Source: an optimization exercise on an open RTL-to-GDS flow (aim: small area, a short achievable clock period and few clock cycles per item). Production flows keep margins and buffers that such runs may drop. Only simulation tests tie the RTL to the original design; equivalence was not proved.

==> wip/zinc <==
Design MulDiv, start of the top module:
module MulDiv (
    input         clk,
    input         reset,
    input  [31:0] a,
    input  [31:0] b,
    input         start_mul,
    input         start_div,
    output [31:0] hi,
    output [31:0] lo,
    output        done,
    output        div_zero
);
make LEC_CHECK=0 CAP_MARGIN=20 CORE_MARGIN=2 CORE_UTILIZATION=40 SLEW_MARGIN=20 finish   # period 30.0 ns
run.sh (not shown) runs the stock make flow with config.mk's settings and CLKGATE_MAP_FILE= SYNTH_SCRIPT=/design/flow/synth_recipe.tcl, a recipe that flattens the netlist after the stock synthesis.
==> inputs of wip/garnet, as changes to wip/zinc <==
--- a/flow/design.v
+++ b/flow/design.v
@@ -1,10 +1,10 @@
 module Multiplicador (
-    input  [33:0] P,       
+    input  [31:0] P,       
     input  [32:0] X,       
     input  [8:0]  Y,       
-    output [41:0] S        
+    output [39:0] S        
 );
 function [33:0] pp;        
     input [32:0] x;
     input [2:0]  y;
     reg one, two, neg;
@@ -21,24 +21,24 @@
 wire [33:0] p3 = pp(X, Y[8:6]);
 wire n0 = Y[2] & ~(Y[1] & Y[0]);
 wire n1 = Y[4] & ~(Y[3] & Y[2]);
 wire n2 = Y[6] & ~(Y[5] & Y[4]);
 wire n3 = Y[8] & ~(Y[7] & Y[6]);
-wire [41:0] o0 = {{8{P[33]}}, P};
-wire [41:0] o1 = {{8{p0[33]}}, p0};
-wire [41:0] o2 = {{6{p1[33]}}, p1, 2'b0};
-wire [41:0] o3 = {{4{p2[33]}}, p2, 4'b0};
-wire [41:0] o4 = {{2{p3[33]}}, p3, 6'b0};
-wire [41:0] o5 = {35'b0, n3, 1'b0, n2, 1'b0, n1, 1'b0, n0};
-wire [41:0] s1a = o0 ^ o1 ^ o2;
-wire [41:0] c1a = {((o0 & o1) | (o0 & o2) | (o1 & o2)), 1'b0};
-wire [41:0] s1b = o3 ^ o4 ^ o5;
-wire [41:0] c1b = {((o3 & o4) | (o3 & o5) | (o4 & o5)), 1'b0};
-wire [41:0] s2  = s1a ^ c1a ^ s1b;
-wire [41:0] c2  = {((s1a & c1a) | (s1a & s1b) | (c1a & s1b)), 1'b0};
-wire [41:0] s3  = s2 ^ c2 ^ c1b;
-wire [41:0] c3  = {((s2 & c2) | (s2 & c1b) | (c2 & c1b)), 1'b0};
+wire [39:0] o0 = {8'b0, ~P[31],  P[30:0]};
+wire [39:0] o1 = {6'b0, ~p0[33], p0[32:0]};
+wire [39:0] o2 = {4'b0, ~p1[33], p1[32:0], 2'b0};
+wire [39:0] o3 = {2'b0, ~p2[33], p2[32:0], 4'b0};
+wire [39:0] o4 = {~p3[33], p3[32:0], 6'b0};
+wire [39:0] o5 = {9'b010101011, 24'b0, n3, 1'b0, n2, 1'b0, n1, 1'b0, n0};
+wire [39:0] s1a = o0 ^ o1 ^ o2;
+wire [39:0] c1a = {((o0 & o1) | (o0 & o2) | (o1 & o2)), 1'b0};
+wire [39:0] s1b = o3 ^ o4 ^ o5;
+wire [39:0] c1b = {((o3 & o4) | (o3 & o5) | (o4 & o5)), 1'b0};
+wire [39:0] s2  = s1a ^ c1a ^ s1b;
+wire [39:0] c2  = {((s1a & c1a) | (s1a & s1b) | (c1a & s1b)), 1'b0};
+wire [39:0] s3  = s2 ^ c2 ^ c1b;
+wire [39:0] c3  = {((s2 & c2) | (s2 & c1b) | (c2 & c1b)), 1'b0};
 assign S = s3 + c3;
 endmodule
 module Divisao (
     input  [31:0] R,       
     input  [34:0] N,       
@@ -69,49 +69,49 @@
     output        div_zero
 );
 localparam IDLE = 3'd0, MUL = 3'd1, DPRE = 3'd2, DIV = 3'd3, DPOST = 3'd4;
 reg [2:0]  st;
 reg [4:0]  cnt;
-reg [33:0] H;        
+reg [31:0] H;        
 reg [31:0] L;        
 reg [34:0] X;        
 reg        e;        
 reg        first;    
 reg [1:0]  skip;     
 reg        sa, sb;   
 reg        done_r, dz_r;
-assign hi       = H[31:0];
+assign hi       = H;
 assign lo       = L;
 assign done     = done_r;
 assign div_zero = dz_r;
 wire [32:0] xm = {X[31] & (|X[30:0]), X[31:0]};    
-wire [41:0] ms;
+wire [39:0] ms;
 Multiplicador mstep (
-    .P (first ? 34'd0 : H),
+    .P (first ? 32'd0 : H),
     .X (xm),
     .Y ({L[7:0], e & ~first}),
     .S (ms)
 );
 wire fit8  = (&L[31:7])  | ~|L[31:7];
 wire fit16 = (&L[31:15]) | ~|L[31:15];
 wire fit24 = (&L[31:23]) | ~|L[31:23];
 wire [1:0] skip0 = fit8 ? 2'd3 : fit16 ? 2'd2 : fit24 ? 2'd1 : 2'd0;
 wire       mlast = first ? fit8 : (cnt == 5'd0);
 wire [1:0] sk    = ~mlast ? 2'd0 : first ? skip0 : skip;
-reg [33:0] mh;
+reg [31:0] mh;
 reg [31:0] ml;
 always @(*) begin
     case (sk)
-    2'd0: begin mh = ms[41:8];                   ml = {ms[7:0],  L[31:8]};  end
-    2'd1: begin mh = {{8{ms[41]}},  ms[41:16]};  ml = {ms[15:0], L[31:16]}; end
-    2'd2: begin mh = {{16{ms[41]}}, ms[41:24]};  ml = {ms[23:0], L[31:24]}; end
-    default: begin mh = {{24{ms[41]}}, ms[41:32]}; ml = ms[31:0];          end
+    2'd0: begin mh = ms[39:8];                   ml = {ms[7:0],  L[31:8]};  end
+    2'd1: begin mh = {{8{ms[39]}},  ms[39:16]};  ml = {ms[15:0], L[31:16]}; end
+    2'd2: begin mh = {{16{ms[39]}}, ms[39:24]};  ml = {ms[23:0], L[31:24]}; end
+    default: begin mh = {{24{ms[39]}}, ms[39:32]}; ml = ms[31:0];          end
     endcase
 end
 wire [31:0] r2, t1;
 wire        q1, q2;
-Divisao dstep (.R(H[31:0]), .N(X), .cin(~sb), .R2(r2), .q1(q1), .q2(q2), .t1(t1));
+Divisao dstep (.R(H), .N(X), .cin(~sb), .R2(r2), .q1(q1), .q2(q2), .t1(t1));
 function [5:0] bitlen;
     input [31:0] v;
     integer i;
     begin
         bitlen = 6'd0;
@@ -169,11 +169,11 @@
             end
         end
         DPRE: begin
             sa  <= a_neg;
             sb  <= b_neg;
-            H   <= {2'b0, xa};
+            H   <= xa;
             L   <= 32'd0;
             X   <= nd;
             cnt <= kk;
             if (bzero) begin
                 st     <= IDLE;
@@ -187,11 +187,11 @@
                 end
             end else
                 st <= DIV;
         end
         DIV: begin
-            H   <= {2'b0, r2};
+            H   <= r2;
             L   <= {L[29:0], q1, q2};
             cnt <= cnt - 5'd1;
             if (cnt == 5'd0) begin
                 X <= {X[34], X[34:1]};
                 if (sa | sb) st <= DPOST;
@@ -201,11 +201,11 @@
                 end
             end else
                 X <= {{2{X[34]}}, X[34:2]};
         end
         DPOST: begin
-            if (sa) H <= {2'b0, ~t1};
+            if (sa) H <= ~t1;
             L      <= qfix;
             st     <= IDLE;
             done_r <= 1'b1;
         end
         default: st <= IDLE;
==> flow/flow/run.sh (new file) <==
#!/bin/bash
# Standard layout, with repair_timing aiming for extra setup slack so that
# the critical paths get sized for a shorter period than the 30 ns clock.
set -euo pipefail
bash standard.sh SETUP_SLACK_MARGIN=22.75 finish > standard.log 2>&1
==> flow/standard.sh (new file) <==
#!/bin/bash
# synth_recipe.tcl (not shown) runs the flow's synth.tcl, then flattens the netlist and writes it again
# the make line also repeats each setting of config.mk as NAME=value (left out here)
make -C /OpenROAD-flow-scripts/flow DESIGN_CONFIG=/design/flow/config.mk WORK_HOME=/design/flow/orfs CLKGATE_MAP_FILE= SYNTH_SCRIPT=/design/flow/synth_recipe.tcl "${@:-finish}"
CORE_UTILIZATION = 50   (was 40)
removed: flow/run.sh
==> run summary <==
- wip/zinc finished clean. wip/garnet passed the timing, DRC and antenna checks.
- Sequential share of layout area: wip/garnet is lower than wip/zinc (0.35 points).
- Between wip/zinc and wip/garnet, the lower cell count is in wip/garnet (gap about 6%, measured against wip/garnet).
- Of wip/garnet and wip/zinc, wip/zinc has the higher via count (gap 0.82%, measured against wip/zinc).
- Against wip/zinc, the non-clock buffer count of wip/garnet is higher by 134.
- Against wip/garnet, the flip-flop and latch count of wip/zinc is higher by 2.
- Between wip/garnet and wip/zinc, the lower count of clock-buffer cells in the layout is in wip/zinc (gap 1).
==> figures <==
Outcome: wip/zinc no timing/DRC/antenna violations; wip/garnet no timing/DRC/antenna violations
Complex-gate fraction of the synthesized area: wip/zinc 32.4%; wip/garnet 32.1%
Period utilisation layout: wip/zinc 29.6%; wip/garnet 24.2%
Placed Cells: wip/zinc 4541; wip/garnet 4132
Share of final-layout standard cells stronger than drive strength 1: wip/zinc 6.67%; wip/garnet 13.6%
Worst endpoint data arrival time: wip/zinc 9.22 ns; wip/garnet 1.26 ns
Die extent in y: wip/zinc 265 µm; wip/garnet 231 µm
Kind of capture point of the worst setup path: wip/zinc register; wip/garnet output pin
Yosys top cell area share: wip/zinc 12.4%; wip/garnet 12.9%
RSZ-0062 raised after global routing: wip/zinc no; wip/garnet yes
CLK BUF: wip/zinc 17; wip/garnet 18
#MultiIn Comb: wip/zinc 3094; wip/garnet 2894
Filler Cell Count: wip/zinc 6995; wip/garnet 4762
Share of synthesized cell area in and, or, nand and nor gates: wip/zinc 20.0%; wip/garnet 18.2%
Global-route met1 utilization: wip/zinc 45.4%; wip/garnet 56.1%
Testbench counts of wip/zinc, summed over its fixed seeds: cycles 8,909, items 1,920.
Testbench counts of wip/garnet, summed over its fixed seeds: cycles 8,909, items 1,920.


==> inputs of sierra <==
==> flow/design.v <==
module Multiplicador (
    input  [31:0] P,       
    input  [32:0] X,       
    input  [8:0]  Y,       
    output [39:0] S        
);
function [33:0] pp;        
    input [32:0] x;
    input [2:0]  y;
    reg one, two, neg;
    begin
        one = y[1] ^ y[0];
        two = (y[2] & ~y[1] & ~y[0]) | (~y[2] & y[1] & y[0]);
        neg = y[2];
        pp  = (({34{one}} & {x[32], x}) | ({34{two}} & {x, 1'b0})) ^ {34{neg & (one | two)}};
    end
endfunction
wire [33:0] p0 = pp(X, Y[2:0]);
wire [33:0] p1 = pp(X, Y[4:2]);
wire [33:0] p2 = pp(X, Y[6:4]);
wire [33:0] p3 = pp(X, Y[8:6]);
wire n0 = Y[2] & ~(Y[1] & Y[0]);
wire n1 = Y[4] & ~(Y[3] & Y[2]);
wire n2 = Y[6] & ~(Y[5] & Y[4]);
wire n3 = Y[8] & ~(Y[7] & Y[6]);
wire [39:0] o0 = {8'b0, ~P[31],  P[30:0]};
wire [39:0] o1 = {6'b0, ~p0[33], p0[32:0]};
wire [39:0] o2 = {4'b0, ~p1[33], p1[32:0], 2'b0};
wire [39:0] o3 = {2'b0, ~p2[33], p2[32:0], 4'b0};
wire [39:0] o4 = {~p3[33], p3[32:0], 6'b0};
wire [39:0] o5 = {9'b010101011, 24'b0, n3, 1'b0, n2, 1'b0, n1, 1'b0, n0};
wire [39:0] s1a = o0 ^ o1 ^ o2;
wire [39:0] c1a = {((o0 & o1) | (o0 & o2) | (o1 & o2)), 1'b0};
wire [39:0] s1b = o3 ^ o4 ^ o5;
wire [39:0] c1b = {((o3 & o4) | (o3 & o5) | (o4 & o5)), 1'b0};
wire [39:0] s2  = s1a ^ c1a ^ s1b;
wire [39:0] c2  = {((s1a & c1a) | (s1a & s1b) | (c1a & s1b)), 1'b0};
wire [39:0] s3  = s2 ^ c2 ^ c1b;
wire [39:0] c3  = {((s2 & c2) | (s2 & c1b) | (c2 & c1b)), 1'b0};
assign S = s3 + c3;
endmodule
module Divisao (
    input  [31:0] R,       
    input  [34:0] N,       
    input         cin,
    output [31:0] R2,      
    output        q1,      
    output        q2,      
    output [31:0] t1       
);
wire [34:0] d1 = {3'b0, R} + N + {34'd0, cin};
assign q1 = ~d1[34];
assign t1 = d1[31:0];
wire [31:0] R1 = q1 ? d1[31:0] : R;
wire [34:0] d2 = {3'b0, R1} + {N[34], N[34:1]} + {34'd0, cin};
assign q2 = ~d2[34];
assign R2 = q2 ? d2[31:0] : R1;
endmodule
module MulDiv (
    input         clk,
    input         reset,
    input  [31:0] a,
    input  [31:0] b,
    input         start_mul,
    input         start_div,
    output [31:0] hi,
    output [31:0] lo,
    output        done,
    output        div_zero
);
localparam IDLE = 3'd0, MUL = 3'd1, DPRE = 3'd2, DIV = 3'd3, DPOST = 3'd4;
reg [2:0]  st;
reg [4:0]  cnt;
reg [31:0] H;        
reg [31:0] L;        
reg [34:0] X;        
reg        e;        
reg        first;    
reg [1:0]  skip;     
reg        sa, sb;   
reg        done_r, dz_r;
assign hi       = H;
assign lo       = L;
assign done     = done_r;
assign div_zero = dz_r;
wire [32:0] xm = {X[31] & (|X[30:0]), X[31:0]};    
wire [39:0] ms;
Multiplicador mstep (
    .P (first ? 32'd0 : H),
    .X (xm),
    .Y ({L[7:0], e & ~first}),
    .S (ms)
);
wire fit8  = (&L[31:7])  | ~|L[31:7];
wire fit16 = (&L[31:15]) | ~|L[31:15];
wire fit24 = (&L[31:23]) | ~|L[31:23];
wire [1:0] skip0 = fit8 ? 2'd3 : fit16 ? 2'd2 : fit24 ? 2'd1 : 2'd0;
wire       mlast = first ? fit8 : (cnt == 5'd0);
wire [1:0] sk    = ~mlast ? 2'd0 : first ? skip0 : skip;
reg [31:0] mh;
reg [31:0] ml;
always @(*) begin
    case (sk)
    2'd0: begin mh = ms[39:8];                   ml = {ms[7:0],  L[31:8]};  end
    2'd1: begin mh = {{8{ms[39]}},  ms[39:16]};  ml = {ms[15:0], L[31:16]}; end
    2'd2: begin mh = {{16{ms[39]}}, ms[39:24]};  ml = {ms[23:0], L[31:24]}; end
    default: begin mh = {{24{ms[39]}}, ms[39:32]}; ml = ms[31:0];          end
    endcase
end
wire [31:0] r2, t1;
wire        q1, q2;
Divisao dstep (.R(H), .N(X), .cin(~sb), .R2(r2), .q1(q1), .q2(q2), .t1(t1));
function [5:0] bitlen;
    input [31:0] v;
    integer i;
    begin
        bitlen = 6'd0;
        for (i = 0; i < 32; i = i + 1)
            if (v[i]) bitlen = i + 1;
    end
endfunction
wire        a_neg = X[31];
wire        b_neg = L[31];
wire [31:0] xa    = X[31:0] ^ {32{a_neg}};           
wire [31:0] xb    = L ^ {32{b_neg}};                  
wire [5:0]  la    = bitlen(xa);
wire [5:0]  lb    = bitlen(xb);                       
wire [6:0]  sdiff = {1'b0, la} - {1'b0, lb};          
wire        qzero = sdiff[6];                         
wire [3:0]  kk    = sdiff[5] ? 4'd15 : sdiff[4:1];
wire [34:0] bx    = {{3{b_neg}}, L};
wire [34:0] bsh   = qzero ? bx : ({bx[33:0], 1'b0} << {kk, 1'b0});
wire [34:0] nd    = bsh ^ {35{~b_neg}};               
wire        bzero = ~|L;
wire        inv   = sa ^ sb;
wire        quirk = sa & ~sb & ~|L & ~&t1;            
wire [31:0] qfix  = quirk ? 32'd1 : ((L ^ {32{inv}}) + {31'd0, sb});
always @(posedge clk) begin
    if (reset) begin
        st     <= IDLE;
        done_r <= 1'b0;
        dz_r   <= 1'b0;
    end else begin
        case (st)
        IDLE: begin
            X <= {3'b0, a};
            if (start_mul | start_div) begin
                L      <= b;
                done_r <= 1'b0;
                dz_r   <= 1'b0;
            end
            first <= 1'b1;
            if (start_mul)      st <= MUL;
            else if (start_div) st <= DPRE;
        end
        MUL: begin
            H     <= mh;
            L     <= ml;
            e     <= L[7];
            first <= 1'b0;
            if (first) begin
                skip <= skip0;
                cnt  <= {3'b0, 2'd2 - skip0};
            end else
                cnt  <= cnt - 5'd1;
            if (mlast) begin
                st     <= IDLE;
                done_r <= 1'b1;
            end
        end
        DPRE: begin
            sa  <= a_neg;
            sb  <= b_neg;
            H   <= xa;
            L   <= 32'd0;
            X   <= nd;
            cnt <= {1'b0, kk};
            if (bzero) begin
                st     <= IDLE;
                done_r <= 1'b1;
                dz_r   <= 1'b1;
            end else if (qzero) begin
                if (a_neg) st <= DPOST;
                else begin
                    st     <= IDLE;
                    done_r <= 1'b1;
                end
            end else
                st <= DIV;
        end
        DIV: begin
            H   <= r2;
            L   <= {L[29:0], q1, q2};
            cnt <= cnt - 5'd1;
            if (cnt == 5'd0) begin
                X <= {X[34], X[34:1]};
                if (sa | sb) st <= DPOST;
                else begin
                    st     <= IDLE;
                    done_r <= 1'b1;
                end
            end else
                X <= {{2{X[34]}}, X[34:2]};
        end
        DPOST: begin
            if (sa) H <= ~t1;
            L      <= qfix;
            st     <= IDLE;
            done_r <= 1'b1;
        end
        default: st <= IDLE;
        endcase
    end
end
endmodule
==> flow/flow/run.sh <==
#!/bin/bash
# Standard layout, with repair_timing aiming for extra setup slack so that
# the critical paths get sized for a shorter period than the 30 ns clock.
set -euo pipefail
bash standard.sh SETUP_SLACK_MARGIN=22.5 finish > standard.log 2>&1
==> flow/standard.sh <==
#!/bin/bash
# synth_recipe.tcl (not shown) runs the flow's synth.tcl, then flattens the netlist and writes it again
# the make line also repeats each setting of config.mk as NAME=value (left out here)
make -C /OpenROAD-flow-scripts/flow DESIGN_CONFIG=/design/flow/config.mk WORK_HOME=/design/flow/orfs CLKGATE_MAP_FILE= SYNTH_SCRIPT=/design/flow/synth_recipe.tcl "${@:-finish}"
==> flow/config.mk <==
export PLATFORM = sky130hd
export DESIGN_NAME = MulDiv
export DESIGN_NICKNAME = MulDiv
export VERILOG_FILES = /design/flow/design.v
export SDC_FILE = /design/flow/constraint.sdc
export NUM_CORES = 4
export LEC_CHECK = 0
export CAP_MARGIN = 20
export CORE_MARGIN = 2
export CORE_UTILIZATION = 40
export SLEW_MARGIN = 20
==> flow/constraint.sdc <==
create_clock -name core_clock -period 30.0 [get_ports {clk}]
set_input_delay 6.0000 -clock core_clock [delete_from_list [all_inputs] [get_ports {clk}]]
set_output_delay 6.0000 -clock core_clock [all_outputs]
set_load 0.01 [all_outputs]
==> quartz (differences from sierra) <==
==> flow/design.v, changed modules only <==
module Multiplicador (
    input  [33:0] P,       
    input  [32:0] X,       
    input  [8:0]  Y,       
    output [41:0] S        
);
function [33:0] pp;        
    input [32:0] x;
    input [2:0]  y;
    reg one, two, neg;
    begin
        one = y[1] ^ y[0];
        two = (y[2] & ~y[1] & ~y[0]) | (~y[2] & y[1] & y[0]);
        neg = y[2];
        pp  = (({34{one}} & {x[32], x}) | ({34{two}} & {x, 1'b0})) ^ {34{neg & (one | two)}};
    end
endfunction
wire [33:0] p0 = pp(X, Y[2:0]);
wire [33:0] p1 = pp(X, Y[4:2]);
wire [33:0] p2 = pp(X, Y[6:4]);
wire [33:0] p3 = pp(X, Y[8:6]);
wire n0 = Y[2] & ~(Y[1] & Y[0]);
wire n1 = Y[4] & ~(Y[3] & Y[2]);
wire n2 = Y[6] & ~(Y[5] & Y[4]);
wire n3 = Y[8] & ~(Y[7] & Y[6]);
wire [41:0] o0 = {{8{P[33]}}, P};
wire [41:0] o1 = {{8{p0[33]}}, p0};
wire [41:0] o2 = {{6{p1[33]}}, p1, 2'b0};
wire [41:0] o3 = {{4{p2[33]}}, p2, 4'b0};
wire [41:0] o4 = {{2{p3[33]}}, p3, 6'b0};
wire [41:0] o5 = {35'b0, n3, 1'b0, n2, 1'b0, n1, 1'b0, n0};
wire [41:0] s1a = o0 ^ o1 ^ o2;
wire [41:0] c1a = {((o0 & o1) | (o0 & o2) | (o1 & o2)), 1'b0};
wire [41:0] s1b = o3 ^ o4 ^ o5;
wire [41:0] c1b = {((o3 & o4) | (o3 & o5) | (o4 & o5)), 1'b0};
wire [41:0] s2  = s1a ^ c1a ^ s1b;
wire [41:0] c2  = {((s1a & c1a) | (s1a & s1b) | (c1a & s1b)), 1'b0};
wire [41:0] s3  = s2 ^ c2 ^ c1b;
wire [41:0] c3  = {((s2 & c2) | (s2 & c1b) | (c2 & c1b)), 1'b0};
assign S = s3 + c3;
endmodule
module Divisao (
    input  [31:0] R,       
    input  [33:0] D,       
    output [31:0] R2,      
    output        q1,      
    output        q2,      
    output [31:0] t1       
);
wire [34:0] d1 = {3'b0, R} - {1'b0, D};
assign q1 = ~d1[34];
assign t1 = d1[31:0];
wire [31:0] R1 = q1 ? d1[31:0] : R;
wire [34:0] d2 = {3'b0, R1} - {2'b0, D[33:1]};
assign q2 = ~d2[34];
assign R2 = q2 ? d2[31:0] : R1;
endmodule
module MulDiv (
    input         clk,
    input         reset,
    input  [31:0] a,
    input  [31:0] b,
    input         start_mul,
    input         start_div,
    output [31:0] hi,
    output [31:0] lo,
    output        done,
    output        div_zero
);
localparam IDLE = 3'd0, MUL = 3'd1, DPRE = 3'd2, DIV = 3'd3, DPOST = 3'd4;
reg [2:0]  st;
reg [4:0]  cnt;
reg [33:0] H;        
reg [31:0] L;        
reg [33:0] X;        
reg        e;        
reg        first;    
reg        sa, sb;   
reg        done_r, dz_r;
assign hi       = H[31:0];
assign lo       = L;
assign done     = done_r;
assign div_zero = dz_r;
wire [32:0] xm = {X[31] & (|X[30:0]), X[31:0]};    
wire [41:0] msum;
Multiplicador mstep (
    .P (first ? 34'd0 : H),
    .X (xm),
    .Y ({L[7:0], e & ~first}),
    .S (msum)
);
wire [31:0] r2, t1;
wire        q1, q2;
Divisao dstep (.R(H[31:0]), .D(X), .R2(r2), .q1(q1), .q2(q2), .t1(t1));
function [5:0] bitlen;
    input [31:0] v;
    integer i;
    begin
        bitlen = 6'd0;
        for (i = 0; i < 32; i = i + 1)
            if (v[i]) bitlen = i + 1;
    end
endfunction
wire        a_neg = X[31];
wire        b_neg = L[31];
wire [31:0] xa    = X[31:0] ^ {32{a_neg}};           
wire [31:0] xb    = L ^ {32{b_neg}};                  
wire [31:0] dabs  = b_neg ? (32'd0 - L) : L;          
wire [5:0]  la    = bitlen(xa);
wire [5:0]  lb    = bitlen(xb);
wire [6:0]  sdiff = {1'b0, la} - {1'b0, lb};          
wire        qzero = sdiff[6];                         
wire [4:0]  kk    = sdiff[5:1];                       
wire [33:0] dal   = qzero ? {2'b0, dabs} : ({1'b0, dabs, 1'b0} << {kk, 1'b0});
wire        bzero = ~|L;
wire        inv   = sa ^ sb;
wire        quirk = sa & ~sb & ~|L & ~&t1;            
wire [31:0] qfix  = quirk ? 32'd1 : ((L ^ {32{inv}}) + {31'd0, sb});
always @(posedge clk) begin
    if (reset) begin
        st     <= IDLE;
        done_r <= 1'b0;
        dz_r   <= 1'b0;
    end else begin
        case (st)
        IDLE: begin
            X <= {2'b0, a};
            if (start_mul | start_div) begin
                L      <= b;
                done_r <= 1'b0;
                dz_r   <= 1'b0;
            end
            first <= 1'b1;
            cnt   <= 5'd3;
            if (start_mul)      st <= MUL;
            else if (start_div) st <= DPRE;
        end
        MUL: begin
            H     <= msum[41:8];
            L     <= {msum[7:0], L[31:8]};
            e     <= L[7];
            first <= 1'b0;
            cnt   <= cnt - 5'd1;
            if (cnt == 5'd0) begin
                st     <= IDLE;
                done_r <= 1'b1;
            end
        end
        DPRE: begin
            sa  <= a_neg;
            sb  <= b_neg;
            H   <= {2'b0, xa};
            L   <= 32'd0;
            X   <= dal;
            cnt <= kk;
            if (bzero) begin
                st     <= IDLE;
                done_r <= 1'b1;
                dz_r   <= 1'b1;
            end else if (qzero) begin
                if (a_neg) st <= DPOST;
                else begin
                    st     <= IDLE;
                    done_r <= 1'b1;
                end
            end else
                st <= DIV;
        end
        DIV: begin
            H   <= {2'b0, r2};
            L   <= {L[29:0], q1, q2};
            cnt <= cnt - 5'd1;
            if (cnt == 5'd0) begin
                X <= {1'b0, X[33:1]};
                if (sa | sb) st <= DPOST;
                else begin
                    st     <= IDLE;
                    done_r <= 1'b1;
                end
            end else
                X <= {2'b0, X[33:2]};
        end
        DPOST: begin
            if (sa) H <= {2'b0, ~t1};
            L      <= qfix;
            st     <= IDLE;
            done_r <= 1'b1;
        end
        default: st <= IDLE;
        endcase
    end
end
endmodule
==> flow/run.sh (new file) <==
#!/bin/bash
# synth_recipe.tcl (not shown) runs the flow's synth.tcl, then flattens the netlist and writes it again
# the make line also repeats each setting of config.mk as NAME=value (left out here)
make -C /OpenROAD-flow-scripts/flow DESIGN_CONFIG=/design/flow/config.mk WORK_HOME=/design/flow/orfs CLKGATE_MAP_FILE= SYNTH_SCRIPT=/design/flow/synth_recipe.tcl finish
removed: flow/flow/run.sh
removed: flow/standard.sh
==> willow (differences from sierra) <==
==> flow/design.v, changed modules only <==
module Multiplicador (
    input  [33:0] P,       
    input  [32:0] X,       
    input  [8:0]  Y,       
    output [41:0] S        
);
function [33:0] pp;        
    input [32:0] x;
    input [2:0]  y;
    reg one, two, neg;
    begin
        one = y[1] ^ y[0];
        two = (y[2] & ~y[1] & ~y[0]) | (~y[2] & y[1] & y[0]);
        neg = y[2];
        pp  = (({34{one}} & {x[32], x}) | ({34{two}} & {x, 1'b0})) ^ {34{neg & (one | two)}};
    end
endfunction
wire [33:0] p0 = pp(X, Y[2:0]);
wire [33:0] p1 = pp(X, Y[4:2]);
wire [33:0] p2 = pp(X, Y[6:4]);
wire [33:0] p3 = pp(X, Y[8:6]);
wire n0 = Y[2] & ~(Y[1] & Y[0]);
wire n1 = Y[4] & ~(Y[3] & Y[2]);
wire n2 = Y[6] & ~(Y[5] & Y[4]);
wire n3 = Y[8] & ~(Y[7] & Y[6]);
wire [41:0] o0 = {8'b0, ~P[33],  P[32:0]};
wire [41:0] o1 = {8'b0, ~p0[33], p0[32:0]};
wire [41:0] o2 = {6'b0, ~p1[33], p1[32:0], 2'b0};
wire [41:0] o3 = {4'b0, ~p2[33], p2[32:0], 4'b0};
wire [41:0] o4 = {2'b0, ~p3[33], p3[32:0], 6'b0};
wire [41:0] o5 = {8'b11010101, 27'b0, n3, 1'b0, n2, 1'b0, n1, 1'b0, n0};
wire [41:0] s1a = o0 ^ o1 ^ o2;
wire [41:0] c1a = {((o0 & o1) | (o0 & o2) | (o1 & o2)), 1'b0};
wire [41:0] s1b = o3 ^ o4 ^ o5;
wire [41:0] c1b = {((o3 & o4) | (o3 & o5) | (o4 & o5)), 1'b0};
wire [41:0] s2  = s1a ^ c1a ^ s1b;
wire [41:0] c2  = {((s1a & c1a) | (s1a & s1b) | (c1a & s1b)), 1'b0};
wire [41:0] s3  = s2 ^ c2 ^ c1b;
wire [41:0] c3  = {((s2 & c2) | (s2 & c1b) | (c2 & c1b)), 1'b0};
assign S = s3 + c3;
endmodule
module MulDiv (
    input         clk,
    input         reset,
    input  [31:0] a,
    input  [31:0] b,
    input         start_mul,
    input         start_div,
    output [31:0] hi,
    output [31:0] lo,
    output        done,
    output        div_zero
);
localparam IDLE = 3'd0, MUL = 3'd1, DPRE = 3'd2, DIV = 3'd3, DPOST = 3'd4;
reg [2:0]  st;
reg [4:0]  cnt;
reg [33:0] H;        
reg [31:0] L;        
reg [34:0] X;        
reg        e;        
reg        first;    
reg [1:0]  skip;     
reg        sa, sb;   
reg        done_r, dz_r;
assign hi       = H[31:0];
assign lo       = L;
assign done     = done_r;
assign div_zero = dz_r;
wire [32:0] xm = {X[31] & (|X[30:0]), X[31:0]};    
wire [41:0] ms;
Multiplicador mstep (
    .P (first ? 34'd0 : H),
    .X (xm),
    .Y ({L[7:0], e & ~first}),
    .S (ms)
);
wire fit8  = (&L[31:7])  | ~|L[31:7];
wire fit16 = (&L[31:15]) | ~|L[31:15];
wire fit24 = (&L[31:23]) | ~|L[31:23];
wire [1:0] skip0 = fit8 ? 2'd3 : fit16 ? 2'd2 : fit24 ? 2'd1 : 2'd0;
wire       mlast = first ? fit8 : (cnt == 5'd0);
wire [1:0] sk    = ~mlast ? 2'd0 : first ? skip0 : skip;
reg [33:0] mh;
reg [31:0] ml;
always @(*) begin
    case (sk)
    2'd0: begin mh = ms[41:8];                   ml = {ms[7:0],  L[31:8]};  end
    2'd1: begin mh = {{8{ms[41]}},  ms[41:16]};  ml = {ms[15:0], L[31:16]}; end
    2'd2: begin mh = {{16{ms[41]}}, ms[41:24]};  ml = {ms[23:0], L[31:24]}; end
    default: begin mh = {{24{ms[41]}}, ms[41:32]}; ml = ms[31:0];          end
    endcase
end
wire [31:0] r2, t1;
wire        q1, q2;
Divisao dstep (.R(H[31:0]), .N(X), .cin(~sb), .R2(r2), .q1(q1), .q2(q2), .t1(t1));
function [5:0] bitlen;
    input [31:0] v;
    integer i;
    begin
        bitlen = 6'd0;
        for (i = 0; i < 32; i = i + 1)
            if (v[i]) bitlen = i + 1;
    end
endfunction
wire        a_neg = X[31];
wire        b_neg = L[31];
wire [31:0] xa    = X[31:0] ^ {32{a_neg}};           
wire [31:0] xb    = L ^ {32{b_neg}};                  
wire [5:0]  la    = bitlen(xa);
wire [5:0]  lb    = bitlen(xb);                       
wire [6:0]  sdiff = {1'b0, la} - {1'b0, lb};          
wire        qzero = sdiff[6];                         
wire [4:0]  kk    = sdiff[5:1];                       
wire [34:0] bx    = {{3{b_neg}}, L};
wire [34:0] bsh   = qzero ? bx : ({bx[33:0], 1'b0} << {kk, 1'b0});
wire [34:0] nd    = bsh ^ {35{~b_neg}};               
wire        bzero = ~|L;
wire        inv   = sa ^ sb;
wire        quirk = sa & ~sb & ~|L & ~&t1;            
wire [31:0] qfix  = quirk ? 32'd1 : ((L ^ {32{inv}}) + {31'd0, sb});
always @(posedge clk) begin
    if (reset) begin
        st     <= IDLE;
        done_r <= 1'b0;
        dz_r   <= 1'b0;
    end else begin
        case (st)
        IDLE: begin
            X <= {3'b0, a};
            if (start_mul | start_div) begin
                L      <= b;
                done_r <= 1'b0;
                dz_r   <= 1'b0;
            end
            first <= 1'b1;
            if (start_mul)      st <= MUL;
            else if (start_div) st <= DPRE;
        end
        MUL: begin
            H     <= mh;
            L     <= ml;
            e     <= L[7];
            first <= 1'b0;
            if (first) begin
                skip <= skip0;
                cnt  <= {3'b0, 2'd2 - skip0};
            end else
                cnt  <= cnt - 5'd1;
            if (mlast) begin
                st     <= IDLE;
                done_r <= 1'b1;
            end
        end
        DPRE: begin
            sa  <= a_neg;
            sb  <= b_neg;
            H   <= {2'b0, xa};
            L   <= 32'd0;
            X   <= nd;
            cnt <= kk;
            if (bzero) begin
                st     <= IDLE;
                done_r <= 1'b1;
                dz_r   <= 1'b1;
            end else if (qzero) begin
                if (a_neg) st <= DPOST;
                else begin
                    st     <= IDLE;
                    done_r <= 1'b1;
                end
            end else
                st <= DIV;
        end
        DIV: begin
            H   <= {2'b0, r2};
            L   <= {L[29:0], q1, q2};
            cnt <= cnt - 5'd1;
            if (cnt == 5'd0) begin
                X <= {X[34], X[34:1]};
                if (sa | sb) st <= DPOST;
                else begin
                    st     <= IDLE;
                    done_r <= 1'b1;
                end
            end else
                X <= {{2{X[34]}}, X[34:2]};
        end
        DPOST: begin
            if (sa) H <= {2'b0, ~t1};
            L      <= qfix;
            st     <= IDLE;
            done_r <= 1'b1;
        end
        default: st <= IDLE;
        endcase
    end
end
endmodule
==> flow/flow/run.sh (replaced) <==
#!/bin/bash
# Standard layout, with repair_timing aiming for extra setup slack so that
# the critical paths get sized for a shorter period than the 30 ns clock.
set -euo pipefail
bash standard.sh SETUP_SLACK_MARGIN=23 finish > standard.log 2>&1
CORE_UTILIZATION = 50   (was 40)
==> summary.md <==
| Metric | Value |
|---|---|
| Status | finished clean |
| Number of vias per cell | 6.75 |
| Met2 track demand over resource in global routing | 54.6% |
| Detailed-routing iteration count for the pre-antenna-repair pass | 9 |
| Largest registers | X: 35 flops, H: 32 flops, L: 32 flops |
| Global routing usage summed across all routing layers | 36.1% |
| Critical hold path startpoint | done_r |
the above is filed under sierra

==> summary.md <==
| Metric | Value |
|---|---|
| Simple-Gate Fraction of Synth Area | 18.0% |
| Status | finished clean |
| Largest registers | H: 34 flops, X: 34 flops, L: 32 flops |
| Register area | 3380 um^2 |
| Critical hold path startpoint | done_r |
| Detailed-routing iteration count for the pre-antenna-repair pass | 7 |
| Number of maximum-capacitance constraint violations | 0 |
| Fraction of synthesized area in multiplexers | around 3.4% |
| Number of vias per cell | 6.39 |
| Global routing usage summed across all routing layers | 30.5% |
| Met2 track demand over resource in global routing | 46.2% |
| Setup crit end kind | output port |
the above is filed under quartz

==> summary.md <==
| Metric | Value |
|---|---|
| Status | finished clean |
| Met2 track demand over resource in global routing | 72.2% |
| Non-clock buffering overhead | 13.2% |
| # DRC | 0 |
| Number of vias per cell | 7.32 |
| Detailed-routing iteration count for the pre-antenna-repair pass | 10 |
| Largest registers | X: 35 flops, H: 34 flops, L: 32 flops |
| Global routing usage summed across all routing layers | 49.1% |
| Met3 routing resource usage after global routing | between 10% and 20% |
| Critical hold path startpoint | dz_r |
the above is filed under willow

Testbench counts of sierra, summed over its fixed seeds: cycles 8,909, items 1,920.
Testbench counts of quartz, summed over its fixed seeds: cycles 10,268, items 1,920.
Testbench counts of willow, summed over its fixed seeds: cycles 8,909, items 1,920.

re-timing with driven ports:
The flow's constraints put no driver on any port. The routed layouts listed below were extracted and timed again, unchanged, in two steps.
Step 1 (the two cells are an assumption about what drives the block):
set clk [get_ports {clk}]
set_driving_cell -lib_cell sky130_fd_sc_hd__clkbuf_16 $clk
set_driving_cell -lib_cell sky130_fd_sc_hd__buf_2 [delete_from_list [all_inputs] $clk]
Step 2 moves the port delays by t, midway between the first and last clock arrival at a register: inputs arrive t later, outputs are due t later. That takes back most of the time a late clock gives input paths.
a / b / c = ideal ports / drivers / drivers and shift; a / b = the first two.
run	t, ns	slack for setup (ns)	worst slew at a driven data input, ns
wip/zinc	0.555	21.118 / 21.118 / 21.118	0.06
wip/garnet	0.544	22.735 / 22.679 / 22.326	0.06
sierra	0.557	22.503 / 22.473 / 21.981	0.07
quartz	0.557	21.767 / 21.706 / 21.784	0.06
willow	0.556	22.750 / 22.684 / 22.448	0.05
After both steps setup and hold are still met in every run listed. For sierra, which loses most, drivers alone change the setup slack by -0.030 ns; drivers and shift together by -0.522 ns.
